This design comes from an exercise in tuning for small area on the open sky130 flow, not from production work.
The RTL was checked by simulation tests, not by an equivalence proof against the original design.
Power and IR drop assume default switching activity.

==> design/flow/design.v <==
module SID_channels(
	input [15:0] freq1,
	input [15:0] freq2,
	input [15:0] freq3,
	input [11:0] pw1,
	input [11:0] pw2,
	input [11:0] pw3,
	input [7:0] ctrl_reg1,
	input [7:0] ctrl_reg2,
	input [7:0] ctrl_reg3,
	input [7:0] atk_dec1,
	input [7:0] atk_dec2,
	input [7:0] atk_dec3,
	input [7:0] sus_rel1,
	input [7:0] sus_rel2,
	input [7:0] sus_rel3,
	input clk,
	input clk_enable,
	input rst,
	input [2:0] clk_div,
	output reg [11:0] sample1,
	output reg [11:0] sample2,
	output reg [11:0] sample3,
	output reg [7:0] ch3_env
);
wire [1:0] curr_channel = clk_div[2:1];
reg [15:0] curr_freq;
reg [11:0] curr_pw;
reg [7:0] curr_ctrl_reg;
reg [7:0] curr_atk_dec;
reg [7:0] curr_sus_rel;
always @(*) begin
	case(curr_channel)
		0: begin
			curr_freq = freq1;
			curr_pw = pw1;
			curr_ctrl_reg = ctrl_reg1;
			curr_atk_dec = atk_dec1;
			curr_sus_rel = sus_rel1;
		end
		1: begin
			curr_freq = freq2;
			curr_pw = pw2;
			curr_ctrl_reg = ctrl_reg2;
			curr_atk_dec = atk_dec2;
			curr_sus_rel = sus_rel2;
		end
		default: begin
			curr_freq = freq3;
			curr_pw = pw3;
			curr_ctrl_reg = ctrl_reg3;
			curr_atk_dec = atk_dec3;
			curr_sus_rel = sus_rel3;
		end
	endcase
end
wire noise    = curr_ctrl_reg[7];
wire square   = curr_ctrl_reg[6];
wire sawtooth = curr_ctrl_reg[5];
wire triangle = curr_ctrl_reg[4];
wire test     = curr_ctrl_reg[3];
wire ringm    = curr_ctrl_reg[2];
wire sync     = curr_ctrl_reg[1];
wire gate     = curr_ctrl_reg[0];
wire [3:0] attack  = curr_atk_dec[7:4];
wire [3:0] decay   = curr_atk_dec[3:0];
wire [3:0] sustain = curr_sus_rel[7:4];
wire [3:0] releas  = curr_sus_rel[3:0];
reg [22:0] lfsr0, lfsr1, lfsr2;
reg [23:0] accum0, accum1, accum2;
reg [7:0]  env0, env1, env2;
reg [4:0]  expc0, expc1, expc2;
reg [14:0] envc0, envc1, envc2;
reg [1:0]  adsr0, adsr1, adsr2;
reg [2:0]  expp0, expp1, expp2;
reg rf0, rf1, rf2;
wire [22:0] c_lfsr  = rf0 ? 23'h7fffff : lfsr0;
wire [23:0] c_accum = rf0 ? 24'h555555 : accum0;
wire [7:0]  c_env   = rf0 ? 8'h00 : env0;
wire [4:0]  c_expc  = rf0 ? 5'h00 : expc0;
wire [14:0] c_envc  = rf0 ? 15'h0000 : envc0;
wire [1:0]  c_adsr  = rf0 ? 'b11 : adsr0;
wire [2:0]  c_expp  = rf0 ? 3'd0 : expp0;
reg ring_out;
reg sync_out;
wire [23:0] accum_next;
rc_add #(24) accum_add(.a(c_accum), .b({8'h00, curr_freq}), .ci(1'b0), .s(accum_next), .co());
wire lfsr_next = (c_lfsr[22] ^ c_lfsr[17]) | test;
wire [7:0] noise_sample = {c_lfsr[20], c_lfsr[18], c_lfsr[14], c_lfsr[11], c_lfsr[9], c_lfsr[5], c_lfsr[2], c_lfsr[0]};
wire pulse_sample;
rc_add #(12) pulse_cmp(.a(c_accum[23:12]), .b(~curr_pw), .ci(1'b1), .s(), .co(pulse_sample));
wire [11:0] saw_sample = c_accum[23:12];
wire [11:0] triangle_sample = {c_accum[22:12], 1'b0} ^ {12{c_accum[23]}} ^ {12{ringm && ring_out}};
wire [11:0] osc_sample = 
	(sawtooth ? saw_sample : 12'hFFF) &
	(triangle ? triangle_sample : 12'hFFF) &
	(noise ? {noise_sample, 4'b0} : 12'hFFF);
wire [3:0] table_ptr = c_adsr == 'b01 ? attack : (c_adsr == 'b10 ? decay : releas);
reg [14:0] adsr_table;
always @(*) begin
	case(table_ptr)
	0:  adsr_table = 8;
	1:  adsr_table = 31;
	2:  adsr_table = 62;
	3:  adsr_table = 94;
	4:  adsr_table = 148;
	5:  adsr_table = 219;
	6:  adsr_table = 266;
	7:  adsr_table = 312;
	8:  adsr_table = 391;
	9:  adsr_table = 976;
	10: adsr_table = 1953;
	11: adsr_table = 3125;
	12: adsr_table = 3906;
	13: adsr_table = 11719;
	14: adsr_table = 19531;
	15: adsr_table = 31250;
	endcase
end
wire [12:0] mrow [0:7];
assign mrow[0] = {1'b0, osc_sample & {12{c_env[0]}}};
wire [7:0] mlow;
assign mlow[0] = mrow[0][0];
genvar mi;
generate
	for(mi = 1; mi < 8; mi = mi + 1) begin : mul_row
		rc_add #(12) row_add(.a(mrow[mi-1][12:1]), .b(osc_sample & {12{c_env[mi]}}), .ci(1'b0), .s(mrow[mi][11:0]), .co(mrow[mi][12]));
		assign mlow[mi] = mrow[mi][0];
	end
endgenerate
wire [19:0] mul_sample = {mrow[7][12:1], mlow} & {20{!square || pulse_sample}};
wire env_top = c_envc == adsr_table;
wire [23:0] n_accum = (sync && sync_out) || test ? 24'h0 : accum_next;
wire [22:0] n_lfsr = (!test && !c_accum[19] && accum_next[19]) ? {c_lfsr[21:0], lfsr_next} : c_lfsr;
reg [4:0] exp_period;
always @(*) begin
	case(c_expp)
		0: exp_period = 5'h01;
		1: exp_period = 5'h02;
		2: exp_period = 5'h04;
		3: exp_period = 5'h08;
		4: exp_period = 5'h10;
		default: exp_period = 5'h1E;
	endcase
end
wire [4:0] expc_inc;
rc_add #(5) expc_add(.a(c_expc), .b(5'h00), .ci(1'b1), .s(expc_inc), .co());
wire [4:0] n_expc = c_expc == exp_period ? 5'h0 : expc_inc;
wire [14:0] envc_inc;
rc_add #(15) envc_add(.a(c_envc), .b(15'h0000), .ci(1'b1), .s(envc_inc), .co());
wire [7:0] env_step;
rc_add #(8) env_add(.a(c_env), .b({{7{c_adsr != 'b01}}, 1'b1}), .ci(1'b0), .s(env_step), .co());
reg [14:0] n_envc;
reg [1:0] n_adsr;
reg [7:0] n_env;
always @(*) begin
	n_envc = c_envc;
	if(c_expc == 0 || c_adsr == 'b01) n_envc = envc_inc;
	if(env_top) n_envc = 0;
	n_adsr = c_adsr;
	if(!gate) n_adsr = 'b11;
	n_env = c_env;
	case(c_adsr)
		'b01: begin
			if(env_top) n_env = env_step;
			if(c_env == 255) n_adsr = 'b10;
		end
		'b10: begin
			if(env_top && c_env != {sustain, sustain}) n_env = env_step;
		end
		'b11: begin
			if(env_top && c_env != 0) n_env = env_step;
			if(gate) n_adsr = 'b01;
		end
		default: begin
		end
	endcase
end
reg [2:0] n_expp2;
always @(*) begin
	case(env2)
		8'hFF: n_expp2 = 3'd0;
		8'h5D: n_expp2 = 3'd1;
		8'h36: n_expp2 = 3'd2;
		8'h1A: n_expp2 = 3'd3;
		8'h0E: n_expp2 = 3'd4;
		8'h06: n_expp2 = 3'd5;
		8'h00: n_expp2 = 3'd0;
		default: n_expp2 = expp2;
	endcase
end
always @(*) begin
	case(clk_div)
		1, 2: ch3_env = rf1 ? 8'h00 : env1;
		3, 4: ch3_env = rf0 ? 8'h00 : env0;
		default: ch3_env = rf2 ? 8'h00 : env2;
	endcase
end
wire active = clk_enable && curr_channel != 3;
wire rotate = active && !clk_div[0];
wire upd_exp = active && clk_div[0];
always @(posedge clk) begin
	if(rst) begin
		rf0 <= 1; rf1 <= 1; rf2 <= 1;
		ring_out <= 0;
		sync_out <= 0;
		sample1 <= 0;
		sample2 <= 0;
		sample3 <= 0;
	end else begin
		if(rotate) begin
			rf0 <= rf1; rf1 <= rf2; rf2 <= 0;
			ring_out <= c_accum[23];
			sync_out <= !c_accum[23] && accum_next[23];
			case(curr_channel)
				0: sample1 <= mul_sample[19:8];
				1: sample2 <= mul_sample[19:8];
				default: sample3 <= mul_sample[19:8];
			endcase
		end
	end
end
always @(posedge clk) begin
	if(!rst) begin
		if(rotate) begin
			lfsr0 <= lfsr1; lfsr1 <= lfsr2; lfsr2 <= n_lfsr;
			accum0 <= accum1; accum1 <= accum2; accum2 <= n_accum;
			adsr0 <= adsr1; adsr1 <= adsr2; adsr2 <= n_adsr;
			expc0 <= expc1; expc1 <= expc2; expc2 <= n_expc;
			envc0 <= envc1; envc1 <= envc2; envc2 <= n_envc;
			env0 <= env1; env1 <= env2; env2 <= n_env;
			expp0 <= expp1; expp1 <= expp2; expp2 <= c_expp;
		end
		if(upd_exp) expp2 <= n_expp2;
	end
end
endmodule
module SID_filter(
	output [14:0] sample_out,
	input [11:0] sample_1,
	input [11:0] sample_2,
	input [11:0] sample_3,
	input [10:0] reg_fc,
	input [7:0] res_filt,
	input [7:0] mode_vol,
	input clk,
	input clk_enable,
	input rst,
	input [2:0] filter_step,
	output sample_ready
);
wire filt_1 = res_filt[0];
wire filt_2 = res_filt[1];
wire filt_3 = res_filt[2];
wire three_off = mode_vol[7];
wire hp = mode_vol[6];
wire bp = mode_vol[5];
wire lp = mode_vol[4];
reg [15:0] sample_acc;
assign sample_out = sample_acc[15:1];
reg [25:0] high;
reg [31:0] band;
reg [25:0] low;
reg [5:0]  digit_r;  
reg [5:0]  fc_lo;    
reg [4:0]  fc_hi;    
reg f2_c, f3_c;      
reg hp_c, lp_c, bp_c;
reg [25:0] acc;      
wire [2:0] st = filter_step;
reg [10:0] res_lut;
always @(*) begin
	case(res_filt[7:4])
		0: res_lut = 11'h5a8;
		1: res_lut = 11'h52b;
		2: res_lut = 11'h4c2;
		3: res_lut = 11'h468;
		4: res_lut = 11'h41b;
		5: res_lut = 11'h3d8;
		6: res_lut = 11'h39d;
		7: res_lut = 11'h368;
		8: res_lut = 11'h339;
		9: res_lut = 11'h30f;
		10: res_lut = 11'h2e9;
		11: res_lut = 11'h2c6;
		12: res_lut = 11'h2a7;
		13: res_lut = 11'h28a;
		14: res_lut = 11'h270;
		15: res_lut = 11'h257;
	endcase
end
wire [5:0] digit = st == 0 ? {1'b0, res_lut[10:6]} : digit_r;
wire second = st[0];
wire [31:0] mul_b = {band[31:26], st[2] ? high : band[25:0]};
wire [31:0] prod;
macc_6x32 macc(.d(digit), .b(mul_b), .acc(acc), .add_acc(second), .p(prod));
reg [11:0] filt_add;
always @(*) begin
	case(st[1:0])
		0: filt_add = filt_1 ? sample_1 : 12'h000;
		1: filt_add = f2_c ? sample_2 : 12'h000;
		default: filt_add = f3_c ? sample_3 : 12'h000;
	endcase
end
wire [25:0] filt_x = {13'h0000, filt_add, 1'b0};
wire [25:0] prod_term = {{14{acc[19]}}, acc[19:8]};
reg [25:0] sub_a, sub_b;
always @(*) begin
	case(st)
		0, 4: sub_a = low;
		2: sub_a = {{4{acc[25]}}, acc[25:4]};
		6: sub_a = band[25:0];
		default: sub_a = high;
	endcase
	case(st)
		0, 1: sub_b = filt_x;
		2: sub_b = ~high;
		3: sub_b = ~filt_x;
		default: sub_b = ~prod_term;
	endcase
end
wire [31:0] sub_out;
rc_add #(32) sub(.a({band[31:26], sub_a}), .b({{6{!(acc[19] && st == 6)}}, sub_b}), .ci(st[2] || st[1]), .s(sub_out), .co());
reg [15:0] acc_add;
always @(*) begin
	case(st)
		1: acc_add = {3'b000, sample_1, 1'b0};
		2: acc_add = {3'b000, sample_2, 1'b0};
		3: acc_add = {3'b000, sample_3, 1'b0};
		5: acc_add = high[15:0];
		6: acc_add = low[15:0];
		default: acc_add = band[15:0];
	endcase
end
wire [15:0] sample_acc_next;
rc_add #(16) sacc_add(.a(sample_acc), .b(acc_add), .ci(1'b0), .s(sample_acc_next), .co());
assign sample_ready = st == 0;
always @(posedge clk) begin
	if(rst) begin
		band        <= 0;
		low         <= 0;
	end else if(clk_enable) begin
		if(!(st[2] && st[1])) acc <= second ? prod[31:6] : prod[25:0];
		case(st)
			0: begin
				high <= sub_out[25:0];
				digit_r <= res_lut[5:0];
				f2_c <= filt_2;
				f3_c <= filt_3;
				sample_acc <= 16'h8000;
			end
			1: begin
				high <= sub_out[25:0];
				digit_r <= {1'b0, reg_fc[10:6]};
				fc_lo <= reg_fc[5:0];
				hp_c <= hp;
				if(!filt_1) sample_acc <= sample_acc_next;
			end
			2: begin
				high <= sub_out[25:0];
				digit_r <= fc_lo;
				fc_lo <= reg_fc[5:0];
				fc_hi <= reg_fc[10:6];
				lp_c <= lp;
				if(!filt_2) sample_acc <= sample_acc_next;
			end
			3: begin
				digit_r <= {1'b0, fc_hi};
				high <= sub_out[25:0];
				bp_c <= bp;
				if(!filt_3 && !three_off) sample_acc <= sample_acc_next;
			end
			4: begin
				digit_r <= fc_lo;
				low <= sub_out[25:0];
			end
			5: begin
				if(hp_c) sample_acc <= sample_acc_next;
			end
			6: begin
				band <= sub_out;
				if(lp_c) sample_acc <= sample_acc_next;
			end
			7: begin
				if(bp_c) sample_acc <= sample_acc_next;
			end
		endcase
	end
end
endmodule
module macc_6x32(
	input [5:0] d,
	input [31:0] b,
	input [25:0] acc,
	input add_acc,
	output [31:0] p
);
wire [31:0] pp0 = b & {32{d[0]}};
wire [31:0] pp1 = {b[30:0], 1'b0} & {32{d[1]}};
wire [31:0] pp2 = {b[29:0], 2'b0} & {32{d[2]}};
wire [31:0] pp3 = {b[28:0], 3'b0} & {32{d[3]}};
wire [31:0] pp4 = {b[27:0], 4'b0} & {32{d[4]}};
wire [31:0] pp5 = {b[26:0], 5'b0} & {32{d[5]}};
wire [31:0] pa = {acc, 6'b0} & {32{add_acc}};
wire [31:0] s1, c1, s2, c2, s3, c3, s4, c4, s5, c5;
csa_32 l1a(.x(pp0), .y(pp1), .z(pp2), .s(s1), .c(c1));
csa_32 l1b(.x(pp3), .y(pp4), .z(pp5), .s(s2), .c(c2));
csa_32 l2(.x(s1), .y(c1), .z(pa), .s(s3), .c(c3));
csa_32 l3(.x(s2), .y(c2), .z(s3), .s(s4), .c(c4));
csa_32 l4(.x(s4), .y(c4), .z(c3), .s(s5), .c(c5));
cs_add #(32, 16) fin(.a(s5), .b(c5), .ci(1'b0), .s(p));
endmodule
module csa_32(
	input [31:0] x,
	input [31:0] y,
	input [31:0] z,
	output [31:0] s,
	output [31:0] c
);
assign s = x ^ y ^ z;
wire [31:0] m = (x & y) | (x & z) | (y & z);
assign c = {m[30:0], 1'b0};
endmodule
module cs_add #(parameter W = 32, parameter K = 16) (
	input [W-1:0] a,
	input [W-1:0] b,
	input ci,
	output [W-1:0] s
);
localparam NB = (W + K - 1) / K;
wire [NB:0] c;
assign c[0] = ci;
genvar i;
generate
	for(i = 0; i < NB; i = i + 1) begin : blk
		localparam LO = i * K;
		localparam N = (W - LO < K) ? W - LO : K;
		if(i == 0) begin : first
			rc_add #(N) add(.a(a[LO+N-1:LO]), .b(b[LO+N-1:LO]), .ci(c[0]), .s(s[LO+N-1:LO]), .co(c[1]));
		end else begin : sel
			wire [N-1:0] s0, s1;
			wire c0, c1;
			rc_add #(N) add0(.a(a[LO+N-1:LO]), .b(b[LO+N-1:LO]), .ci(1'b0), .s(s0), .co(c0));
			rc_add #(N) add1(.a(a[LO+N-1:LO]), .b(b[LO+N-1:LO]), .ci(1'b1), .s(s1), .co(c1));
			assign s[LO+N-1:LO] = c[i] ? s1 : s0;
			assign c[i+1] = c[i] ? c1 : c0;
		end
	end
endgenerate
endmodule
`default_nettype none
module spi_dac_i(
	input [11:0] sample_in_1,
	input [11:0] sample_in_2,
	input clk,
	input rst,
	output reg spi_le,
	output reg spi_clk,
	output reg spi_dat_1,
	output reg spi_dat_2,
	input sample_ready
);
reg [11:0] spi_dat_buff_0;
reg [11:0] spi_dat_buff_1;
reg [4:0] counter;
wire wait_st = counter[4] && counter[3];
wire [4:0] counter_inc;
rc_add #(5) counter_add(.a(counter), .b(5'b00000), .ci(1'b1), .s(counter_inc), .co());
always @(posedge clk) begin
	if(rst) begin
		spi_le <= 1;
		spi_clk <= 0;
		spi_dat_1 <= 0;
		spi_dat_2 <= 0;
		counter <= 0;
		spi_dat_buff_0 <= 0;
		spi_dat_buff_1 <= 0;
	end else begin
		spi_le <= !wait_st;
		spi_clk <= !wait_st && counter[0];
		if(wait_st) begin
			spi_dat_buff_0 <= sample_in_1;
			spi_dat_buff_1 <= sample_in_2;
			if(sample_ready) counter <= 0;
		end else begin
			counter <= counter_inc;
			if(!counter[0]) begin
				spi_dat_1 <= spi_dat_buff_0[11];
				spi_dat_2 <= spi_dat_buff_1[11];
				spi_dat_buff_0 <= {spi_dat_buff_0[10:0], 1'b0};
				spi_dat_buff_1 <= {spi_dat_buff_1[10:0], 1'b0};
			end
		end
	end
end
endmodule
/*verilator lint_off WIDTH*/
`default_nettype none
module tt_um_rejunity_sn76489 #( parameter CHANNEL_OUTPUT_BITS = 10,
                                 parameter MASTER_OUTPUT_BITS = 8,
                                 parameter SPI_MASTER_OUTPUT_BITS = 12
) (
    input clk,
    input rst,
    input [7:0] data,
    input we,
    output [SPI_MASTER_OUTPUT_BITS-1:0] spi_master,
    input clk_enable,
    input clk_master_strobe
);
    localparam NUM_TONES = 3;
    localparam NUM_NOISES = 1;
    localparam ATTENUATION_CONTROL_BITS = 4;
    localparam FREQUENCY_COUNTER_BITS = 10;
    localparam NOISE_CONTROL_BITS = 3;
    localparam NUM_CHANNELS = NUM_TONES + NUM_NOISES;    
    reg [ATTENUATION_CONTROL_BITS-1:0]  control_attn[NUM_CHANNELS-1:0];
    reg [FREQUENCY_COUNTER_BITS-1:0]    control_tone_freq[NUM_TONES-1:0];
    reg [NOISE_CONTROL_BITS-1:0]        control_noise[NUM_NOISES-1:0];
    reg [2:0] latch_control_reg;
    reg restart_noise;
    always @(posedge clk) begin
        if (rst) begin
            control_attn[0] <= 4'b1111;
            control_attn[1] <= 4'b1111;
            control_attn[2] <= 4'b1111;
            control_attn[3] <= 4'b1111;
            control_tone_freq[0] <= 1;
            control_tone_freq[1] <= 1;
            control_tone_freq[2] <= 1;
            control_noise[0] <= 3'b100;
            latch_control_reg <= 0;
            restart_noise <= 0;
        end else if(clk_enable) begin
            restart_noise <= 0;
            if (we) begin
                if (data[7] == 1'b1) begin
                    case(data[6:4])
                        3'b000 : control_tone_freq[0][3:0] <= data[3:0];
                        3'b010 : control_tone_freq[1][3:0] <= data[3:0];
                        3'b100 : control_tone_freq[2][3:0] <= data[3:0];
                        3'b110 : 
                            begin 
                                control_noise[0] <= data[2:0];
                                restart_noise <= 1;
                            end
                        3'b001 : control_attn[0] <= data[3:0];
                        3'b011 : control_attn[1] <= data[3:0];
                        3'b101 : control_attn[2] <= data[3:0];
                        3'b111 : control_attn[3] <= data[3:0];
                        default : begin end
                    endcase
                    latch_control_reg <= data[6:4];
                end else begin
                    case(latch_control_reg)
                        3'b000 : control_tone_freq[0][9:4] <= data[5:0];
                        3'b010 : control_tone_freq[1][9:4] <= data[5:0];
                        3'b100 : control_tone_freq[2][9:4] <= data[5:0];
                        3'b001 : control_attn[0] <= data[3:0];
                        3'b011 : control_attn[1] <= data[3:0];
                        3'b101 : control_attn[2] <= data[3:0];
                        3'b111 : control_attn[3] <= data[3:0];
                        default : begin end
                    endcase
                end
            end
        end
    end
    wire                           channels [NUM_CHANNELS-1:0];
    wire [CHANNEL_OUTPUT_BITS-1:0] volumes  [NUM_CHANNELS-1:0];
    genvar i;
    generate
        for (i = 0; i < NUM_TONES; i = i + 1) begin : tone
            tone #(.COUNTER_BITS(FREQUENCY_COUNTER_BITS)) gen (
                .clk(clk),
                .enable(clk_master_strobe),
                .reset(rst),
                .compare(control_tone_freq[i]),
                .out(channels[i])
                );
        end
        for (i = 0; i < NUM_NOISES; i = i + 1) begin : noise
            noise #(.COUNTER_BITS(FREQUENCY_COUNTER_BITS)) gen (
                .clk(clk),
                .enable(clk_master_strobe),
                .reset(rst),
                .restart_noise(restart_noise),
                .control(control_noise[i]),
                .driven_by_tone(channels[NUM_TONES-1]),  
                .out(channels[NUM_TONES+i])
                );
        end
        for (i = 0; i < NUM_CHANNELS; i = i + 1) begin : chan
            attenuation #(.VOLUME_BITS(CHANNEL_OUTPUT_BITS)) attenuation (
                .in(channels[i]),
                .control(control_attn[i]),
                .out(volumes[i])
                );
        end
    endgenerate
    wire [10:0] vol01, vol23;
    rc_add #(10) vol01_add(.a(volumes[0]), .b(volumes[1]), .ci(1'b0), .s(vol01[9:0]), .co(vol01[10]));
    rc_add #(10) vol23_add(.a(volumes[2]), .b(volumes[3]), .ci(1'b0), .s(vol23[9:0]), .co(vol23[10]));
    rc_add #(11) vol_add(.a(vol01), .b(vol23), .ci(1'b0), .s(spi_master[10:0]), .co(spi_master[11]));
endmodule
module attenuation #( parameter CONTROL_BITS = 4, parameter VOLUME_BITS = 14 ) (
    input  wire in,
    input  wire [CONTROL_BITS-1:0] control,
    output reg  [VOLUME_BITS-1:0] out
);
    always @(*) begin
        case(in ? control : 15)  
            0:  out = 1023;
            1:  out = 812;
            2:  out = 645;
            3:  out = 512;
            4:  out = 407;
            5:  out = 323;
            6:  out = 256;
            7:  out = 204;
            8:  out = 162;
            9:  out = 128;
            10: out = 102;
            11: out = 81;
            12: out = 64;
            13: out = 51;
            14: out = 40;
                default:
                    out = 0;
        endcase
    end
endmodule
/*verilator lint_off WIDTH*/
module noise #( parameter LFSR_BITS = 15, LFSR_TAP0 = 0, LFSR_TAP1 = 1, parameter COUNTER_BITS = 10 ) (
    input  wire clk,
    input  wire enable,
    input  wire reset,
    input  wire restart_noise,
    input  wire [2:0] control,
    input  wire driven_by_tone,
    output wire  out
);
    localparam SHIFT_RATE_0 = 16;  
    localparam SHIFT_RATE_1 = 32;  
    localparam SHIFT_RATE_2 = 64;  
    localparam SHIFT_RATE_MAX = SHIFT_RATE_2;
    wire is_white_noise = control[2];
    reg trigger;
    always @(*) begin
        case(control[1:0])
            2'b00:  trigger = counter[$clog2(SHIFT_RATE_0)];
            2'b01:  trigger = counter[$clog2(SHIFT_RATE_1)];
            2'b10:  trigger = counter[$clog2(SHIFT_RATE_2)];
            2'b11:  trigger = driven_by_tone;
        endcase
    end
    reg [$clog2(SHIFT_RATE_MAX):0] counter;
    wire [$clog2(SHIFT_RATE_MAX):0] counter_inc;
    rc_add #($clog2(SHIFT_RATE_MAX)+1) counter_add(.a(counter), .b({($clog2(SHIFT_RATE_MAX)+1){1'b0}}), .ci(1'b1), .s(counter_inc), .co());
    always @(posedge clk) begin
        if (reset)
            counter <= 0;
        else
            if (enable)
                counter <= counter_inc;
    end
    wire trigger_edge;
    signal_edge signal_edge(
        .clk(clk),
        .reset(reset),
        .signal(trigger),
        .on_posedge(trigger_edge)
    );
    wire reset_lfsr = reset | restart_noise;
    reg [LFSR_BITS-1:0] lfsr;
    always @(posedge clk) begin
        if (reset_lfsr)
            lfsr <= 1'b1 << (LFSR_BITS-1);
        else begin
            if (trigger_edge) begin
                if (is_white_noise) begin
                    lfsr <= {lfsr[LFSR_TAP0] ^ lfsr[LFSR_TAP1], lfsr[LFSR_BITS-1:1]};
                end else begin
                    lfsr <= {lfsr[LFSR_TAP0]                  , lfsr[LFSR_BITS-1:1]};
                end
            end
        end
    end
    assign out = lfsr[0];
endmodule
module signal_edge(
    input  wire clk,
    input  wire reset,
    input  wire signal,
    output wire on_posedge,
    output wire on_negedge,
    output wire on_edge
);
    reg previous_signal_state_0;
    reg previous_signal_state_1;
    always @(posedge clk) begin
        if (reset) begin
            previous_signal_state_0 <= 0;  
            previous_signal_state_1 <= 1;  
        end else begin
            previous_signal_state_0 <= signal;
            previous_signal_state_1 <= signal;
        end
    end
    assign on_edge    = on_posedge | on_negedge;
    assign on_posedge = (previous_signal_state_0 != signal &&  signal);
    assign on_negedge = (previous_signal_state_1 != signal && !signal);
endmodule
module tone #( parameter COUNTER_BITS = 10 ) (
    input  wire clk,
    input  wire enable,
    input  wire reset,
    input  wire [COUNTER_BITS-1:0]  compare,
    output wire out
);
    reg [COUNTER_BITS-1:0] counter;
    reg state;
    wire [COUNTER_BITS-1:0] counter_dec;
    rc_add #(COUNTER_BITS) counter_sub(.a(counter), .b({COUNTER_BITS{1'b1}}), .ci(1'b0), .s(counter_dec), .co());
    always @(posedge clk) begin
        if (reset) begin
            counter <= 1;
            state <= 0;
        end else begin
            if (enable) begin
                if (counter == 1) begin
                    counter <= compare;          
                    state <= ~state;             
                end else begin
                    counter <= counter_dec;
                end
             end
        end
    end
    assign out = state;
endmodule
`default_nettype none
module sid_top(
	output DAC_clk,
	output DAC_le,
	output DAC_dat_1,
	output DAC_dat_2,
	input [5:0] addr,
	input [7:0] bus_in,
	output reg [7:0] bus_out,
	input bus_cyc,
	input bus_we,
	input clk,
	input rst
);
reg [7:0] read_res;
always @(*) begin
	case(addr)
		default: read_res = 8'h00;
		0: read_res = freq_1[7:0];
		1: read_res = freq_1[15:8];
		2: read_res = pw_1[7:0];
		3: read_res = {4'h0, pw_1[11:8]};
		4: read_res = ctrl_1;
		5: read_res = atk_dec_1;
		6: read_res = sus_rel_1;
		7: read_res = freq_2[7:0];
		8: read_res = freq_2[15:8];
		9: read_res = pw_2[7:0];
		10: read_res = {4'h0, pw_2[11:8]};
		11: read_res = ctrl_2;
		12: read_res = atk_dec_2;
		13: read_res = sus_rel_2;
		14: read_res = freq_3[7:0];
		15: read_res = freq_3[15:8];
		16: read_res = pw_3[7:0];
		17: read_res = {4'h0, pw_3[11:8]};
		18: read_res = ctrl_3;
		19: read_res = atk_dec_3;
		20: read_res = sus_rel_3;
		21: read_res = {5'h00, fc[2:0]};
		22: read_res = fc[10:3];
		23: read_res = res_filt;
		24: read_res = mode_vol;
		25: read_res = {6'h20, clk_trg};
		27: read_res = sample_3[11:4];
		28: read_res = ch3_env;
	endcase
end
reg [15:0] freq_1;
reg [11:0] pw_1;
reg [7:0]  ctrl_1;
reg [7:0]  atk_dec_1;
reg [7:0]  sus_rel_1;
reg [15:0] freq_2;
reg [11:0] pw_2;
reg [7:0]  ctrl_2;
reg [7:0]  atk_dec_2;
reg [7:0]  sus_rel_2;
reg [15:0] freq_3;
reg [11:0] pw_3;
reg [7:0]  ctrl_3;
reg [7:0]  atk_dec_3;
reg [7:0]  sus_rel_3;
reg [10:0] fc;
reg [7:0]  res_filt;
reg [7:0]  mode_vol;
wire [11:0] sample_1;
wire [11:0] sample_2;
wire [11:0] sample_3;
wire [7:0] ch3_env;
reg [1:0] clk_ctr;
reg [1:0] clk_trg;
reg [4:0] step_ctr;
wire enable = clk_trg == 0 || clk_ctr == clk_trg;
wire [1:0] clk_ctr_inc;
wire [4:0] step_ctr_inc;
rc_add #(2) clk_ctr_add(.a(clk_ctr), .b(2'b00), .ci(1'b1), .s(clk_ctr_inc), .co());
rc_add #(5) step_ctr_add(.a(step_ctr), .b(5'b00000), .ci(1'b1), .s(step_ctr_inc), .co());
always @(posedge clk) begin
    if(rst) begin
        clk_ctr   <= 0;
        clk_trg   <= 0;
        step_ctr  <= 0;
        freq_1    <= 0;
        pw_1      <= 12'h800;
        ctrl_1    <= 0;
        atk_dec_1 <= 0;
        sus_rel_1 <= 0;
        freq_2    <= 0;
        pw_2      <= 12'h800;
        ctrl_2    <= 0;
        atk_dec_2 <= 0;
        sus_rel_2 <= 0;
        freq_3    <= 0;
        pw_3      <= 12'h800;
        ctrl_3    <= 0;
        atk_dec_3 <= 0;
        sus_rel_3 <= 0;
        fc        <= 0;
        res_filt  <= 0;
        mode_vol  <= 0;
        bus_out   <= 0;
    end else begin
        if(enable) clk_ctr <= 0;
        else clk_ctr <= clk_ctr_inc;
        if(enable) step_ctr <= step_ctr_inc;
        if(bus_cyc) bus_out <= read_res;
        if(bus_cyc && bus_we) begin
            case(addr)
                0:  freq_1[7:0]  <= bus_in;
                1:  freq_1[15:8] <= bus_in;
                2:  pw_1[7:0]    <= bus_in;
                3:  pw_1[11:8]   <= bus_in[3:0];
                4:  ctrl_1       <= bus_in;
                5:  atk_dec_1    <= bus_in;
                6:  sus_rel_1    <= bus_in;
                7:  freq_2[7:0]  <= bus_in;
                8:  freq_2[15:8] <= bus_in;
                9:  pw_2[7:0]    <= bus_in;
                10: pw_2[11:8]   <= bus_in[3:0];
                11: ctrl_2       <= bus_in;
                12: atk_dec_2    <= bus_in;
                13: sus_rel_2    <= bus_in;
                14: freq_3[7:0]  <= bus_in;
                15: freq_3[15:8] <= bus_in;
                16: pw_3[7:0]    <= bus_in;
                17: pw_3[11:8]   <= bus_in[3:0];
                18: ctrl_3       <= bus_in;
                19: atk_dec_3    <= bus_in;
                20: sus_rel_3    <= bus_in;
                21: fc[2:0]      <= bus_in[2:0];
                22: fc[10:3]     <= bus_in;
                23: res_filt     <= bus_in;
                24: mode_vol     <= bus_in;
                25: clk_trg      <= bus_in[1:0];
                default: begin
                end
            endcase
        end
    end
end
SID_channels channels(
    .freq1(freq_1),
    .freq2(freq_2),
    .freq3(freq_3),
    .pw1(pw_1),
    .pw2(pw_2),
    .pw3(pw_3),
    .ctrl_reg1(ctrl_1),
    .ctrl_reg2(ctrl_2),
    .ctrl_reg3(ctrl_3),
    .atk_dec1(atk_dec_1),
    .atk_dec2(atk_dec_2),
    .atk_dec3(atk_dec_3),
    .sus_rel1(sus_rel_1),
    .sus_rel2(sus_rel_2),
    .sus_rel3(sus_rel_3),
    .clk(clk),
    .clk_enable(enable),
    .rst(rst),
    .clk_div(step_ctr[2:0]),
    .sample1(sample_1),
    .sample2(sample_2),
    .sample3(sample_3),
    .ch3_env(ch3_env)
);
wire [14:0] full_sample_1;
wire sample_ready;
SID_filter filters(
    .sample_out(full_sample_1),
    .sample_1(sample_1),
    .sample_2(sample_2),
    .sample_3(sample_3),
    .reg_fc(fc),
    .res_filt(res_filt),
    .mode_vol(mode_vol),
    .clk(clk),
    .clk_enable(enable),
    .rst(rst),
    .filter_step(step_ctr[2:0]),
    .sample_ready(sample_ready)
);
wire [11:0] full_sample_2;
spi_dac_i spi_dac_i(
    .sample_in_1(full_sample_1[14:3]),
    .sample_in_2(full_sample_2),
    .clk(clk),
    .rst(rst),
    .spi_le(DAC_le),
    .spi_clk(DAC_clk),
    .spi_dat_1(DAC_dat_1),
    .spi_dat_2(DAC_dat_2),
    .sample_ready(sample_ready)
);
tt_um_rejunity_sn76489 tt_um_rejunity_sn76489(
    .clk(clk),
    .rst(rst),
    .data(bus_in),
    .we(bus_cyc && bus_we && addr == 31),
    .spi_master(full_sample_2),
    .clk_enable(enable),
    .clk_master_strobe(step_ctr == 0)
);
endmodule
module rc_add #(parameter W = 8) (
	input [W-1:0] a,
	input [W-1:0] b,
	input ci,
	output [W-1:0] s,
	output co
);
wire [W:0] c;
assign c[0] = ci;
genvar i;
generate
	for(i = 0; i < W; i = i + 1) begin : bit_
		assign s[i] = a[i] ^ b[i] ^ c[i];
		assign c[i+1] = (a[i] & b[i]) | (c[i] & (a[i] ^ b[i]));
	end
endgenerate
assign co = c[W];
endmodule
==> design/flow/flow/run.sh <==
#!/bin/bash
# The standard layout, with clock tree synthesis told not to add dummy loads
# (cells that only balance the clock tree) and to use small leaf buffers.
set -euo pipefail
export CTS_ARGS="-sink_clustering_enable -repair_clock_nets -dont_use_dummy_load -buf_list sky130_fd_sc_hd__clkbuf_4 -sink_clustering_size 10 -sink_clustering_max_diameter 50"
bash standard.sh > standard_flow.log 2>&1
==> design/flow/standard.sh <==
#!/bin/bash
# synth_recipe.tcl (not shown) runs the flow's synth.tcl, then flattens the netlist and writes it again
# the make line also repeats each setting of config.mk as NAME=value (left out here)
make -C /OpenROAD-flow-scripts/flow DESIGN_CONFIG=/design/flow/config.mk WORK_HOME=/design/flow/orfs CLKGATE_MAP_FILE= SYNTH_SCRIPT=/design/flow/synth_recipe.tcl "${@:-finish}"
==> design/flow/config.mk <==
export PLATFORM = sky130hd
export DESIGN_NAME = sid_top
export DESIGN_NICKNAME = sid_top
export VERILOG_FILES = /design/flow/design.v
export SDC_FILE = /design/flow/constraint.sdc
export NUM_CORES = 4
export LEC_CHECK = 0
export CAP_MARGIN = 20
export CORE_MARGIN = 2
export CORE_UTILIZATION = 40
export SLEW_MARGIN = 20
==> design/flow/constraint.sdc <==
create_clock -name core_clock -period 15.0 [get_ports {clk}]
set_input_delay 3.0000 -clock core_clock [delete_from_list [all_inputs] [get_ports {clk}]]
set_output_delay 3.0000 -clock core_clock [all_outputs]
set_load 0.01 [all_outputs]
==> summary.txt, run 1 <==
Final hold slack - 0.363 ns
CP max-delay cell - fa_1
Syn_area_per_cell - 9.59 µm²
Worst slew margin - 17.1%
Final Hold Fails - 0
Crit path kind - reg2reg
Total gr overflow - 0
Max FFs per register - 32
Cts hold-fix bufs - 0
Largest net degree at the start of global routing - 165
Pwr dens - 103 mW/mm²
Share of cells above drive strength 1 - 6.79%
Ys flop type - dfxtp_1
Placed insts - 6,162
Post-route setup TNS - 0 ns
Total power - 5.06 mW
Routed via count - 35,300
Final Non-Filler Cells - 6,272
Arrival @ worst endpoint - 15.31 ns
CP max FO - 30
Port bufs - 29
Fin crit share - 95.7%
Longest Clk Path Bufs - 3
Hold Startpoint - channels.expc1[4]
Slew Viols, Final - 0
Filler Cell Count - 11,100
Clock Power Share - 20.6%
Total track usage - 22.1%
Top Registers - filters.band: 32 flops, tt_um_rejunity_sn76489.control_tone_freq: 30 flops, tt_um_rejunity_sn76489.tone.gen.counter: 30 flops
Die width - 344 µm
Syn_nets - 5,304
Num ports - 30
Core box area - 0.115 mm²
Max VDD drop - 0.0877 mV
Post-synthesis instance area - 0.0463 mm²
Internal power - 3.30 mW
Initial antenna violation count - 4
Reg power frac - 51.0%
Die area - 0.119 mm²
Synth unique cells - 85
Setup crit end kind - flip-flop
Switching power total - 1.76 mW
HPWL Detailed - 92.4 mm
Root Driver - clkbuf_4
Status - no timing/DRC/antenna violations
Antenna-violating nets left - 0
RSZ-0062 raised after global routing - false
Mapped Cells - 4,830
Warnings from Yosys - 15
Number of remaining DRC errors - 0
Area post-placement - 0.0481 mm²
Post-route cell area - 0.0489 mm²
First-pass GRT wire length - 203 mm
Final core occ - 42.7%
Final net count - 5,232
Area delta synth->final - 5.59%
CTS Buf Count - 105
Vias/cell - 5.64
Area of the multi-input gates - 0.0250 mm²
Clock-pin slew on the worst setup and hold paths - 0.11 ns
Register area - 0.0190 mm²
Register area share after synthesis - 40.9%
CP startpoint - step_ctr[1]
Total wire length - 131 mm
Most flop-heavy register - filters.band
Worst skew pair latency - 1.03 ns
Switching Share - 34.9%
CTS H-tree depth - 3
1st-pass router iterations - 10
Async S/R FF share, synth - 0%
Fmax - 0.0697 GHz
Pre-CTS WS - 0.623 ns
Max stage delay on crit path - 0.44 ns
DRT iter0 DRCs - 3,546
# setup viols final - 0
Starting Density - 40.4%
Slew @ Worst Pin - 1.24 ns
RR Startpoint - step_ctr[1]
# rows - 124
CTS tree - done
Post-synth EDFFs - 330
Max cap viols - 0
Clock Sinks - 782
Vias in the first global route - 33,800
Die Height - 344 µm
Hold WC Path Type - reg2reg
CP startpoint kind - flip-flop
Routability cong. - 1.00
Pleak - 18.6 nW
FF+latch count, synth - 782
Fin worst setup slack - 0.643 ns
Part of the power in combinational logic - 28.4%
Clk_skew - 0.129 ns
CP required - 15.95 ns
Crit path top cell by count - fa_1
Routed WL per cell - 20.8 µm
Fin crit period - 14.36 ns
-- layout make-up --
cell class / instances / share of cell area [%]
multi-input cells: 3413 / 51.2
flip-flops and latches: 782 / 38.8
well taps: 1512 / 3.87
inverters: 346 / 2.66
repair buffers: 110 / 1.93
clock buffers: 105 / 1.61
diodes: 4 / 0.0205
-- Yosys cell counts (89+ instances only) --
library cell,count,area (µm²)
nand2_1,806,3030
nor2_1,522,1960
dfxtp_1,452,9050
a21oi_1,355,1780
inv_1,342,1280
edfxtp_1,330,9910
fa_1,328,6570
clkbuf_1,246,923
mux2i_1,206,2060
ha_1,128,1600
o21ai_0,101,505
a22oi_1,89,668
-- final timing paths --
kind	end	slack, ns	cells past startpoint
setup / recovery	filters.band[31]	0.64	43
hold / removal	channels.expc0[4]	0.36	0
setup reg to reg	filters.band[31]	0.64	43
hold reg to reg	channels.expc0[4]	0.36	0
-- timing repair --
item                       in CTS  in global routing
setup endpoints to repair       0                  1
resized for setup               0                  5
buffers inserted                0                  0
-- worst max-delay path: cells and delay by family (launching register included) --
family | cells | cell delay (ns)
AOI/OAI and AO/OA | 2 | 0.36
adders and majority gates | 31 | 11.27
and+or+nand+nor | 5 | 1.35
xor gates and xnor gates | 1 | 0.07
buffers and inverters | 4 | 0.87
DFF | 1 | 0.35
-- power by group through the flow --
stage	registers, mW	clock network [mW]	logic (mW)
CTS	2.58	1.08	1.44
finish	2.58	1.04	1.44
global placement	2.62	0	1.41
detailed placement	2.63	0	1.44
floorplan	2.56	0	1.08
global route	2.60	1.15	1.63
-- layout by cell type (no fill, tap or decap), types with 10 or more instances in the layout --
| cell | n |
|---|---|
| o221ai_1 | 26 |
| buf_4 | 74 |
| nor2_1 | 519 |
| xor2_1 | 10 |
| nand2b_1 | 31 |
| and3_1 | 36 |
| and2_1 | 31 |
| mux2_2 | 59 |
| nor3_1 | 31 |
| dfxtp_1 | 448 |
| a211oi_1 | 34 |
| fa_1 | 328 |
| a22oi_1 | 89 |
| or2_2 | 32 |
| o21ai_0 | 101 |
| clkdlybuf4s50_1 | 27 |
| nand4_1 | 15 |
| a222oi_1 | 44 |
| xnor2_1 | 40 |
| nand2_1 | 806 |
| a221oi_1 | 23 |
| nor2b_1 | 63 |
| a211o_1 | 22 |
| inv_1 | 342 |
| or3_1 | 13 |
| o21a_1 | 24 |
| clkbuf_4 | 106 |
| nand3_1 | 84 |
| o211ai_1 | 47 |
| ha_1 | 128 |
| nor3b_1 | 10 |
| a21oi_1 | 353 |
| edfxtp_1 | 330 |
| mux2i_1 | 201 |
| a22o_1 | 63 |
| o22ai_1 | 18 |
-- kinds of logic after synthesis --
group	count (synthesis)	synth area share [%]
flip-flops	782	40.9
AND/OR/NAND/NOR	1701	15.6
adder cells (fa/ha/maj)	457	17.6
buffers and inverters	635	5.29
XOR/XNOR	50	0.945
multiplexers	270	6.11
AO/OA/AOI/OAI	935	13.5
-- layer usage --
| layer | track usage [%] | vias up | share of wire [%] |
|---|---|---|---|
| met2 | 33.3 | 1402 | 44 |
| met3 | 3.93 | 315 | 7.5 |
| met5 | 0 | - | 0 |
| met1 | 31.5 | 17200 | 45 |
| li1 | - | 16400 | - |
| met4 | 8.80 | 0 | 4.2 |
==> inputs of run 2 (changes only) <==
==> design/flow/flow/run.sh (replaced) <==
#!/bin/bash
# The standard layout, with clock tree synthesis told not to add dummy loads
# (cells that only balance the clock tree) and to use small leaf buffers.
set -euo pipefail
export CTS_ARGS="-sink_clustering_enable -repair_clock_nets -dont_use_dummy_load -buf_list sky130_fd_sc_hd__clkbuf_4 -sink_clustering_size 9 -sink_clustering_max_diameter 45"
bash standard.sh > standard_flow.log 2>&1
--- a/design/flow/config.mk
+++ b/design/flow/config.mk
@@ -5,7 +5,8 @@
 export SDC_FILE = /design/flow/constraint.sdc
 export NUM_CORES = 4
 export LEC_CHECK = 0
+export ABC_AREA = 1
 export CAP_MARGIN = 20
 export CORE_MARGIN = 2
-export CORE_UTILIZATION = 40
+export CORE_UTILIZATION = 60
 export SLEW_MARGIN = 20
==> run 2 against run 1 <==
Net effect:
- setup slack worse by 0.023 ns
- first-iteration DRC count is 22% higher
- final area is 1.8% lower
- maximum frequency is 0.16% lower
- via count is 6.2% higher
- core utilization is 21 points higher
- sequential power hardly changed
- die area is 34% lower
- clock-buffer cell count is 10 higher
- highest routed layer unchanged
- clock skew hardly changed
- final cell count hardly changed
==> summary.txt, run 2 <==
Starting Density - 60.6% (+20 points)
Register area share after synthesis - 41.3% (+0.38 points)
Post-synth EDFFs - 330 (unchanged)
Crit path top cell by count - fa_1
Core box area - 0.0758 mm² (-34%)
HPWL Detailed - 93.0 mm (+0.67%)
Hold Startpoint - channels.accum1[21]
Largest net degree at the start of global routing - 167 (+1.2%)
CP max FO - 56 (+87%)
Syn_area_per_cell - 8.63 µm² (-10%)
Post-synthesis instance area - 0.0459 mm² (-0.92%)
Routability cong. - 0.976 (-2.8%)
Top Registers - filters.band: 32 flops, tt_um_rejunity_sn76489.control_tone_freq: 30 flops, tt_um_rejunity_sn76489.tone.gen.counter: 30 flops
1st-pass router iterations - 9 (-1)
Synth unique cells - 60 (-29%)
Routed via count - 37,500 (+6.2%)
Worst slew margin - 27.2% (+10 points)
Clk_skew - 0.129 ns (+0.000398 ns)
CTS H-tree depth - 3 (unchanged)
Top cells by area, synth - edfxtp_1 (22%), dfxtp_1 (20%), fa_1 (14%)
Async S/R FF share, synth - 0% (unchanged)
Final hold slack - 0.408 ns (+0.0450 ns)
Routed WL per cell - 20.8 µm (-0.18%)
Number of remaining DRC errors - 0 (unchanged)
Slew @ Worst Pin - 1.09 ns (-0.147 ns)
Total wire length - 130 mm (-0.23%)
Clock Sinks - 782 (unchanged)
Antenna-violating nets left - 0 (unchanged)
Vias/cell - 5.99 (+6.2%)
Fmax - 0.0695 GHz (-0.16%)
Slew Viols, Final - 0 (unchanged)
Max cap viols - 0 (unchanged)
Setup crit end kind - flip-flop
CP max-delay cell - buf_4
List of most frequent post-synthesis cells - inv_1 (771), nand2_1 (740), nor2_1 (597)
CTS Buf Count - 115 (+9.5%)
Root Driver - clkbuf_4
CP required - 15.79 ns (-0.16 ns)
FF+latch count, synth - 782 (unchanged)
Pwr dens - 108 mW/mm² (+4.4%)
Total gr overflow - 0 (unchanged)
Total track usage - 33.5% (+11 points)
Crit path kind - reg2reg
Max FFs per register - 32 (unchanged)
# rows - 101 (-19%)
Area leader, netlist - edfxtp_1
Status - no timing/DRC/antenna violations
RR Startpoint - step_ctr[0]
DRT iter0 DRCs - 4,312 (+22%)
Syn_nets - 5,797 (+9.3%)
Final net count - 5,763 (+10%)
CTS tree - done
Vias in the first global route - 35,600 (+5.4%)
Die area - 0.0788 mm² (-34%)
CP startpoint kind - flip-flop
Ys flop type - dfxtp_1
Longest Clk Path Bufs - 3 (unchanged)
Num ports - 30 (unchanged)
Final Hold Fails - 0 (unchanged)
Top-count cell post-synth - inv_1
Fin crit share - 95.9% (+0.15 points)
Max stage delay on crit path - 0.49 ns (+0.05 ns)
Yosys top cell area share - 21.6% (+0.20 points)
RSZ-0062 raised after global routing - false
Clock-pin slew on the worst setup and hold paths - 0.10 ns (about the same)
Die Height - 281 µm (-19%)
Pleak - 20.0 nW (+7.4%)
Die width - 281 µm (-19%)
CP startpoint - step_ctr[0]
Filler Cell Count - 6,667 (-40%)
Max VDD drop - 0.0821 mV (-6.4%)
Worst skew pair latency - 0.98 ns (-0.05 ns)
First-pass GRT wire length - 204 mm (+0.39%)
Commonest non-fill, non-tap cells in the layout - inv_1 (767), nand2_1 (739), nor2_1 (593)
Mapped Cells - 5,323 (+10%)
Warnings from Yosys - 15 (unchanged)
Arrival @ worst endpoint - 15.17 ns (-0.14 ns)
Most common cell after layout, fill and taps aside - inv_1
Port bufs - 29 (unchanged)
# setup viols final - 0 (unchanged)
Fin crit period - 14.38 ns (+0.0227 ns)
Area delta synth->final - 4.69%
Share of cells above drive strength 1 - 5.16% (-1.6 points)
Hold WC Path Type - reg2reg
Post-route setup TNS - 0 ns (unchanged)
Most flop-heavy register - filters.band
Cts hold-fix bufs - 0 (unchanged)
Initial antenna violation count - 3 (-1)
[run 2: what timing repair did]
item / CTS / global route
buffers inserted: 0 / 3
endpoints found under the setup margin: 0 / 1
resized for setup: 0 / 17
[run 2: kinds of logic (layout without fill, tap and decap cells)]
group / count (synthesis) / after routing / synth area share, %
fa+ha+maj: 456 / 456 / 17.8
mux: 1 / 1 / 0.0218
simple gates: 1636 / 1636 / 14.5
other cells: 0 / 4 / 0
buf+inv: 1062 / 1026 / 8.74
flops: 782 / 782 / 41.3
compound gates: 1355 / 1355 / 17.0
xor+xnor: 31 / 31 / 0.591
[run 2: critical path: cells and delay by family, from the launching register on]
family	cells	cell delay, ns
AOI/OAI and AO/OA	5	0.60
adders and majority gates	32	11.66
buffers and inverters	7	1.38
DFF	1	0.33
and+or+nand+nor	3	0.24
[run 2: area by class of cell]
class / instances / area [µm²] / area share (%)
multi-input combinational: 3479 / 23000 / 47.9
sequential: 782 / 19000 / 39.4
inverter: 801 / 3020 / 6.28
tap: 978 / 1220 / 2.55
timing repair buffer: 109 / 942 / 1.96
clock buffer: 115 / 863 / 1.80
antenna: 4 / 10.0 / 0.0208
timing repair inverter: 1 / 5.00 / 0.0104
[run 2: worst paths after layout]
kind / to / slack, ns / depth (start not counted)
setup / recovery: filters.band[31] / 0.62 / 47
hold / removal: channels.accum0[21] / 0.41 / 0
setup reg to reg: filters.band[31] / 0.62 / 47
hold reg to reg: channels.accum0[21] / 0.41 / 0
[run 2: where the power goes]
| part | internal, mW | total, mW | switching, mW |
|---|---|---|---|
| combinational | 0.518 | 1.56 | 1.04 |
| sequential | 2.46 | 2.57 | 0.109 |
| clock | 0.347 | 1.06 | 0.712 |
| total | 3.32 | 5.19 | 1.86 |
[run 2: layer usage]
layer	global-route usage, %	routed length (µm)	up-vias
met4	12.3	5130	0
met2	50.9	57500	1726
li1	-	-	17600
met3	6.07	12000	316
met5	0	0	-
met1	48.1	55700	17900
[run 2: per-stage QoR]
| step | setup WS (ns) | instances | cell area [µm²] | total power [mW] | util [%] |
|---|---|---|---|---|---|
| after global routing | 0.00432 | 6269 | 48100 | 5.51 | 63.4 |
| after detailed placement | 0.307 | 6144 | 47100 | 4.13 | 62.1 |
| after floorplan | 0.0508 | 5323 | 45900 | 3.66 | - |
| after global placement | 0.468 | 6144 | 47100 | 4.10 | 62.1 |
| after CTS | 0.232 | 6259 | 47900 | 5.18 | 63.2 |
| final | 0.621 | 6269 | 48100 | 5.19 | 63.4 |
==> inputs of run 3 (changes only) <==
--- a/design/flow/config.mk
+++ b/design/flow/config.mk
@@ -8,5 +8,5 @@
 export ABC_AREA = 1
 export CAP_MARGIN = 20
 export CORE_MARGIN = 2
-export CORE_UTILIZATION = 60
+export CORE_UTILIZATION = 40
 export SLEW_MARGIN = 20
==> run 3 against run 2 <==
Net effect:
- core utilization is 21 points lower
- combinational power hardly changed
- largest power group unchanged
- power is 0.39% higher
- synthesized area stayed put
- critical path type unchanged
- sequential share of layout area is 0.46 points lower
- largest cell class unchanged
- via count is 1.0% lower
- setup slack better by 0.078 ns
- non-clock buffer count is 3 lower
- final cell count is 8.4% higher
- sequential power hardly changed
==> summary.txt, run 3 <==
Status - no timing/DRC/antenna violations
Pre-CTS WS - 0.380 ns (+0.0725 ns)
Post-route setup TNS - 0 ns (unchanged)
Switching Share - 36.3% (+0.33 points)
Commonest non-fill, non-tap cells in the layout - inv_1 (767), nand2_1 (739), nor2_1 (591)
Compound-Gate Fraction of Synth Area - 17.0% (unchanged)
Core box area - 0.114 mm² (+50%)
CP required - 15.67 ns (-0.12 ns)
Clock-pin slew on the worst setup and hold paths - 0.10 ns (about the same)
CTS tree - done
Max VDD drop - 0.0667 mV (-19%)
Vias/cell - 5.46 (-8.7%)
Max stage delay on crit path - 0.52 ns (+0.03 ns)
Root Driver - clkbuf_4
Total gr overflow - 0 (unchanged)
Max cap viols - 0 (unchanged)
Fin crit period - 14.30 ns (-0.0778 ns)
Register area - 0.0190 mm² (unchanged)
Routability cong. - 0.965 (-1.2%)
Hold WC Path Type - reg2reg
1st-pass router iterations - 6 (-3)
Filler Cell Count - 11,400 (+71%)
Crit path top cell by count - fa_1
Crit path kind - reg2reg
Arrival @ worst endpoint - 14.97 ns (-0.20 ns)
Slew Viols, Final - 0 (unchanged)
Clock Sinks - 782 (unchanged)
Placed insts - 6,679 (+8.7%)
Setup crit end kind - flip-flop
Initial antenna violation count - 2 (-1)
Top cells by area, synth - edfxtp_1 (22%), dfxtp_1 (20%), fa_1 (14%)
CTS H-tree depth - 3 (unchanged)
Area post-placement - 0.0477 mm² (+1.4%)
Part of the power in combinational logic - 30.0% (about the same)
XOR/XNOR Fraction of Synth Area - 0.591% (unchanged)
Fin crit share - 95.3% (-0.52 points)
Final net count - 5,759 (-0.069%)
Routed WL per cell - 19.8 µm (-5.0%)
Worst slew margin - 20.4% (-6.8 points)
CP startpoint kind - flip-flop
Vias in the first global route - 36,000 (+0.97%)
Switching power total - 1.89 mW (+1.3%)
RSZ-0062 raised after global routing - false
Warnings from Yosys - 15 (unchanged)
Syn_area_per_cell - 8.63 µm² (unchanged)
Port bufs - 29 (unchanged)
Post-CTS Setup Inserts - 0 (unchanged)
Final Non-Filler Cells - 6,796 (+8.4%)
Pwr dens - 107 mW/mm² (-0.79%)
Register area share after synthesis - 41.3% (unchanged)
Async S/R FF share, synth - 0% (unchanged)
Slew @ Worst Pin - 1.18 ns (+0.0894 ns)
Total wire length - 134 mm (+3.0%)
Mapped Cells - 5,323 (unchanged)
Area of the multi-input gates - 0.0230 mm² (about the same)
Top-count cell post-synth - inv_1
Yosys top cell area share - 21.6% (unchanged)
Synth Area in Adders - 17.8% (unchanged)
Max FFs per register - 32 (unchanged)
Synth Area in Simple Gates - 14.5% (unchanged)
CTS Buf Count - 115 (unchanged)
Starting Density - 40.3% (-20 points)
Longest Clk Path Bufs - 3 (unchanged)
Pleak - 19.9 nW (-0.20%)
Internal power - 3.32 mW (-0.13%)
List of most frequent post-synthesis cells - inv_1 (771), nand2_1 (740), nor2_1 (597)
Routed via count - 37,100 (-1.0%)
# rows - 124 (+23%)
Most common cell after layout, fill and taps aside - inv_1
Share of cells above drive strength 1 - 5.09% (-0.072 points)
Die Height - 343 µm (+22%)
Area delta synth->final - 5.94%
Area leader, netlist - edfxtp_1
Final Hold Fails - 0 (unchanged)
Reg power frac - 49.4% (about the same)
Clock Power Share - 20.6% (+0.2 points)
HPWL Detailed - 95.0 mm (+2.1%)
CP max-delay cell - fa_1
Synth unique cells - 60 (unchanged)
Top Registers - filters.band: 32 flops, tt_um_rejunity_sn76489.control_tone_freq: 30 flops, tt_um_rejunity_sn76489.tone.gen.counter: 30 flops
Total power - 5.21 mW (+0.39%)
First-pass GRT wire length - 209 mm (+2.5%)
Fmax - 0.0699 GHz (+0.54%)
Num ports - 30 (unchanged)
Fin worst setup slack - 0.698 ns (+0.0778 ns)
# setup viols final - 0 (unchanged)
Number of remaining DRC errors - 0 (unchanged)
Die area - 0.118 mm² (+49%)
Largest family of logic cells by synthesized area - adder cells
Antenna-violating nets left - 0 (unchanged)
FF+latch count, synth - 782 (unchanged)
Total track usage - 22.7% (-11 points)
Post-route cell area - 0.0486 mm² (+1.2%)
Ys flop type - dfxtp_1
Die width - 343 µm (+22%)
Most flop-heavy register - filters.band
Mux share of post-synthesis cell area - 0.0218% (unchanged)
Worst skew pair latency - 1.03 ns (+0.05 ns)
CP max FO - 14 (-75%)
Post-synthesis instance area - 0.0459 mm² (unchanged)
Syn_nets - 5,797 (unchanged)
DRT iter0 DRCs - 3,950 (-8.4%)
Clk_skew - 0.182 ns (+0.0527 ns)
Post-synth EDFFs - 330 (unchanged)
Largest net degree at the start of global routing - 173 (+3.6%)
==> run 3: cell count changes in the layout (fill, tap and decap cells not counted), moves of 2 or more <==
cell / before / now
buf_4: 75 / 77
nor2_1: 593 / 591
o21ai_4: 5 / 3
buf_6: 3 / 0
diode_2: 4 / 1
o21ai_2: 1 / 3
==> run 3: final timing paths <==
path | startpoint | to | slack, ns | depth (start not counted)
worst max register to register | step_ctr[1] | filters.acc[25] | 0.70 | 52
worst max-delay path | step_ctr[1] | filters.acc[25] | 0.70 | 52
worst min-delay path | channels.envc1[5] | channels.envc0[5] | 0.34 | 0
worst min register to register | channels.envc1[5] | channels.envc0[5] | 0.34 | 0
==> run 3: timing repair <==
action | CTS | global route
resized for setup | 0 | 6
endpoints found under the setup margin | 0 | 1
hold buffers | 0 | 0
==> run 3: kinds of logic after synthesis <==
logic type	Yosys count
mux	1
simple gates	1636
fa+ha+maj	456
compound gates	1355
flops	782
buf+inv	1062
xor+xnor	31
==> run 3: cell type report <==
type                    instances  share of cell area, %
multi-input cells            3479                   47.3
flip-flops and latches        782                   39.0
inverters                     801                   6.20
well taps                    1512                   3.89
repair buffers                106                   1.81
clock buffers                 115                   1.77
diodes                          1                0.00514
==> run 3: per-stage QoR <==
stage | utilization, % | hold slack [ns]
after floorplan | - | 0.400
after global placement | 41.9 | 0.400
after detailed placement | 41.9 | 0.405
after CTS | 42.6 | 0.347
after global routing | 42.7 | 0.364
final | 42.7 | 0.339
==> run 3: worst max-delay path, delay by kind of cell (launching register included) <==
| family | cells | cell delay, ns |
|---|---|---|
| compound gates | 3 | 0.47 |
| simple gates | 4 | 0.64 |
| xor+xnor | 3 | 0.49 |
| fa+ha+maj | 30 | 10.91 |
| buf+inv | 12 | 1.09 |
| flops | 1 | 0.32 |
==> run 3: metal layers <==
| layer | global-route usage (%) | vias to the layer above | wire length [µm] | share of wire, % |
|---|---|---|---|---|
| li1 | - | 17600 | - | - |
| met1 | 31.1 | 17900 | 59100 | 44 |
| met2 | 35.6 | 1361 | 60300 | 45 |
| met3 | 3.72 | 291 | 9420 | 7.0 |
| met4 | 9.38 | 2 | 5420 | 4.0 |
| met5 | 0 | - | 13 | 0.0097 |
==> run 3: power by group through the flow <==
stage	registers (mW)	logic [mW]	clock network [mW]
after floorplan	2.58	1.09	0
after global placement	2.61	1.53	0
after detailed placement	2.62	1.54	0
after CTS	2.57	1.56	1.11
after global routing	2.59	1.77	1.18
final	2.57	1.56	1.07
==> inputs of run 4 (changes only) <==
==> design/flow/flow/run.sh (replaced) <==
#!/bin/bash
# The standard layout, with two changes:
# - clock tree synthesis adds no dummy loads (cells that only balance the clock
#   tree) and uses small leaf buffers;
# - the buffer that every input and output port gets is the smallest buffer cell
#   rather than a delay buffer (the resizer may still upsize it).
set -euo pipefail
export CTS_ARGS="-sink_clustering_enable -repair_clock_nets -dont_use_dummy_load -buf_list sky130_fd_sc_hd__clkbuf_4 -sink_clustering_size 9 -sink_clustering_max_diameter 45"
export BUFFER_PORTS_ARGS="-buffer_cell sky130_fd_sc_hd__buf_1"
bash standard.sh > standard_flow.log 2>&1
==> run 4 against run 3 <==
Net effect:
- non-clock buffer count grew 11
- synthesized cell count is the same
- final cell count grew 0.15%
- sequential power is essentially flat
- setup slack lost 0.088 ns
- hold slack lost 0.012 ns
- die area is the same
- critical path type unchanged
==> summary.txt, run 4 <==
Top Registers - filters.band: 32 flops, tt_um_rejunity_sn76489.control_tone_freq: 30 flops, tt_um_rejunity_sn76489.tone.gen.counter: 30 flops
CTS tree - done
CP bufs+invs - 12 (unchanged)
Max FFs per register - 32 (unchanged)
Slew Viols, Final - 0 (unchanged)
Switching power total - 1.88 mW (-0.75%)
Reg-to-Reg End - filters.acc[25]
Arrival @ worst endpoint - 15.03 ns (+0.06 ns)
Placed insts - 6,681 (+0.030%)
CP startpoint kind - flip-flop
Share of cells above drive strength 1 - 5.31% (+0.22 points)
Hold Startpoint - channels.lfsr1[17]
Num ports - 30 (unchanged)
Core box area - 0.114 mm² (unchanged)
CP required - 15.64 ns (-0.03 ns)
Post-synthesis instance area - 0.0459 mm² (unchanged)
CP max-delay cell - fa_1
Root Driver - clkbuf_4
Pwr dens - 107 mW/mm² (-0.17%)
Pleak - 19.9 nW (about the same)
Total wire length - 133 mm (-1.0%)
RR Startpoint - step_ctr[1]
1st-pass router iterations - 6 (unchanged)
DRT iter0 DRCs - 3,595 (-9.0%)
Critical Path Stages - 52 (unchanged)
Internal power - 3.31 mW (about the same)
Fin worst setup slack - 0.610 ns (-0.0884 ns)
Port bufs - 29 (unchanged)
Final hold slack - 0.328 ns (-0.0116 ns)
Status - no timing/DRC/antenna violations
Pre-CTS WS - 0.383 ns (+0.00347 ns)
FF+latch count, synth - 782 (unchanged)
Vias/cell - 5.48 (+0.30%)
First-pass GRT wire length - 207 mm (-1.2%)
Antenna-violating nets left - 0 (unchanged)
Routed via count - 37,300 (+0.45%)
Fin crit share - 95.9% (+0.59 points)
Reg2Reg Depth - 52 (unchanged)
Warnings from Yosys - 15 (unchanged)
Area leader, netlist - edfxtp_1
CTS H-tree depth - 3 (unchanged)
Top-count cell post-synth - inv_1
FF-to-FF setup slack - 0.61 ns (-0.09 ns)
Setup crit end kind - flip-flop
Syn_nets - 5,797 (unchanged)
Part of the power in combinational logic - 29.9% (about the same)
Reg power frac - 49.6% (+0.2 points)
CP startpoint - step_ctr[1]
Initial antenna violation count - 4 (+2)
Number of remaining DRC errors - 0 (unchanged)
Setup crit end - filters.acc[25]
Max cap viols - 0 (unchanged)
Final Hold Fails - 0 (unchanged)
Post-synth EDFFs - 330 (unchanged)
Routability cong. - 0.988 (+2.4%)
Crit path top cell by count - fa_1
Hold WC Path Type - reg2reg
# rows - 124 (unchanged)
Die area - 0.118 mm² (unchanged)
Yosys top cell area share - 21.6% (unchanged)
Final net count - 5,769 (+0.17%)
Clk_skew - 0.221 ns (+0.0392 ns)
Synth unique cells - 60 (unchanged)
Longest Clk Path Bufs - 3 (unchanged)
Max stage delay on crit path - 0.55 ns (+0.03 ns)
Total gr overflow - 0 (unchanged)
List of most frequent post-synthesis cells - inv_1 (771), nand2_1 (740), nor2_1 (597)
Mapped Cells - 5,323 (unchanged)
Largest net degree at the start of global routing - 174 (+0.58%)
Ys flop type - dfxtp_1
Final Non-Filler Cells - 6,806 (+0.15%)
Most flop-heavy register - filters.band
Register area share after synthesis - 41.3% (unchanged)
Filler Cell Count - 11,400 (-0.23%)
Post-route setup TNS - 0 ns (unchanged)
Max VDD drop - 0.0695 mV (+4.2%)
Fin crit period - 14.39 ns (+0.0884 ns)
Slew @ Worst Pin - 1.14 ns (-0.0443 ns)
Crit path kind - reg2reg
Post-route cell area - 0.0486 mm² (-0.15%)
CP max FO - 7 (-7)
Async S/R FF share, synth - 0% (unchanged)
Area post-placement - 0.0476 mm² (-0.33%)
Total track usage - 22.5% (-0.22 points)
Switching Share - 36.1% (-0.16 points)
# setup viols final - 0 (unchanged)
Vias in the first global route - 35,600 (-1.2%)
Die width - 343 µm (unchanged)
Clock-pin slew on the worst setup and hold paths - 0.10 ns (about the same)
Cts hold-fix bufs - 0 (unchanged)
Commonest non-fill, non-tap cells in the layout - inv_1 (767), nand2_1 (740), nor2_1 (589)
Most common cell after layout, fill and taps aside - inv_1
Syn_area_per_cell - 8.63 µm² (unchanged)
Starting Density - 40.3% (unchanged)
Worst slew margin - 24.2% (+3.8 points)
Routed WL per cell - 19.5 µm (-1.2%)
Top cells by area, synth - edfxtp_1 (22%), dfxtp_1 (20%), fa_1 (14%)
CTS Buf Count - 114 (-0.87%)
Worst skew pair latency - 1.05 ns (+0.02 ns)
Die Height - 343 µm (unchanged)
Clock Sinks - 782 (unchanged)
Hold Crit Depth - 0 (unchanged)
Area delta synth->final - 5.78%
Fmax - 0.0695 GHz (-0.61%)
HPWL Detailed - 94.6 mm (-0.37%)
Critical path's top delay family - adder cells
Clock Power Share - 20.5% (about the same)
==> run 4: changes by cell type in the layout (fill, tap and decap cells not counted), sizes merged <==
| cell | before | now |
|---|---|---|
| buf | 78 | 115 |
| clkdlybuf4s50 | 28 | 0 |
| clkbuf | 115 | 116 |
| clkinvlp | 0 | 1 |
| inv | 783 | 782 |
==> run 4: power groups by stage <==
stage | registers, mW | clock network [mW] | logic [mW]
2_1_floorplan | 2.58 | 0 | 1.09
3_3_place_gp | 2.61 | 0 | 1.51
3_5_place_dp | 2.62 | 0 | 1.53
6_report | 2.57 | 1.07 | 1.55
5_1_grt | 2.59 | 1.17 | 1.76
4_1_cts | 2.57 | 1.10 | 1.54
==> run 4: cells by family (layout without fill, tap and decap cells) <==
group / Yosys count / in the layout / share of synthesized area, %
compound gates: 1355 / 1355 / 17.0
mux: 1 / 1 / 0.0218
simple gates: 1636 / 1636 / 14.5
buf+inv: 1062 / 1032 / 8.74
fa+ha+maj: 456 / 456 / 17.8
other cells: 0 / 1 / 0
xor+xnor: 31 / 31 / 0.591
flops: 782 / 782 / 41.3
==> run 4: timing repair <==
item / 4_1_cts / 5_1_grt
setup buffers: 0 / 9
resized for setup: 0 / 12
endpoints found under the setup margin: 0 / 1
==> run 4: worst min path at each step <==
stage                          end  slack [ns]
2_1_floorplan   channels.accum0[0]        0.40
3_3_place_gp     channels.expp0[0]        0.40
3_5_place_dp   channels.accum0[16]        0.40
4_1_cts         channels.lfsr0[17]        0.32
5_1_grt         channels.lfsr0[17]        0.32
6_report        channels.lfsr0[17]        0.33
==> run 4: final cells by class <==
| cell class | count | area (µm²) | share of cell area (%) |
|---|---|---|---|
| Antenna cell | 1 | 2.50 | 0.00515 |
| Clock buffer | 114 | 856 | 1.76 |
| Inverter | 801 | 3020 | 6.21 |
| Multi-Input combinational cell | 3479 | 23000 | 47.4 |
| Sequential cell | 782 | 19000 | 39.0 |
| Tap cell | 1512 | 1890 | 3.90 |
| Timing Repair Buffer | 117 | 801 | 1.65 |
==> run 4: metrics by stage <==
step	util, %	total power, mW
finish	42.6	5.19
global route	42.6	5.52
CTS	42.5	5.21
detailed placement	41.7	4.14
global placement	41.7	4.13
floorplan	-	3.66
==> run 4: routing by layer <==
metal  GRT usage (%)  vias up  wire, µm
li1                -    17600         -
met3            3.13      310      9620
met2            35.4     1443     60000
met1            31.5    17900     58500
met5               0        -        40
met4            8.25        6      4850

[afterwards: timing with drivers on the ports]
How much do the figures lean on ideal ports? The routed layouts below were timed once more, with nothing changed but the port constraints. Step 1 sets driving cells, clkbuf_16 on the clock port and buf_2 on the other inputs (assumed; they add their load-dependent delay and slew). Step 2 moves the port delays by t, midway between the first and last clock arrival at a register: inputs arrive t later, outputs are due t later. That takes back most of the time a late clock gives input paths. Three values: no drivers, after step 1, after step 2; two values: the first two.
run	t, ns	setup WS [ns]	latest minus earliest clock arrival (ns)	slew at the worst register clock pin (ns)	cell pins on the clock port's net
run 1	1.036	0.643 / 0.643 / 0.643	0.131 / 0.131	0.12 / 0.12	1
run 2	0.996	0.621 / 0.621 / 0.621	0.167 / 0.167	0.11 / 0.11	1
run 3	1.017	0.698 / 0.698 / 0.698	0.210 / 0.210	0.12 / 0.12	1
run 4	1.009	0.610 / 0.610 / 0.610	0.228 / 0.228	0.11 / 0.11	1
After both steps setup and hold are still met in every run listed.
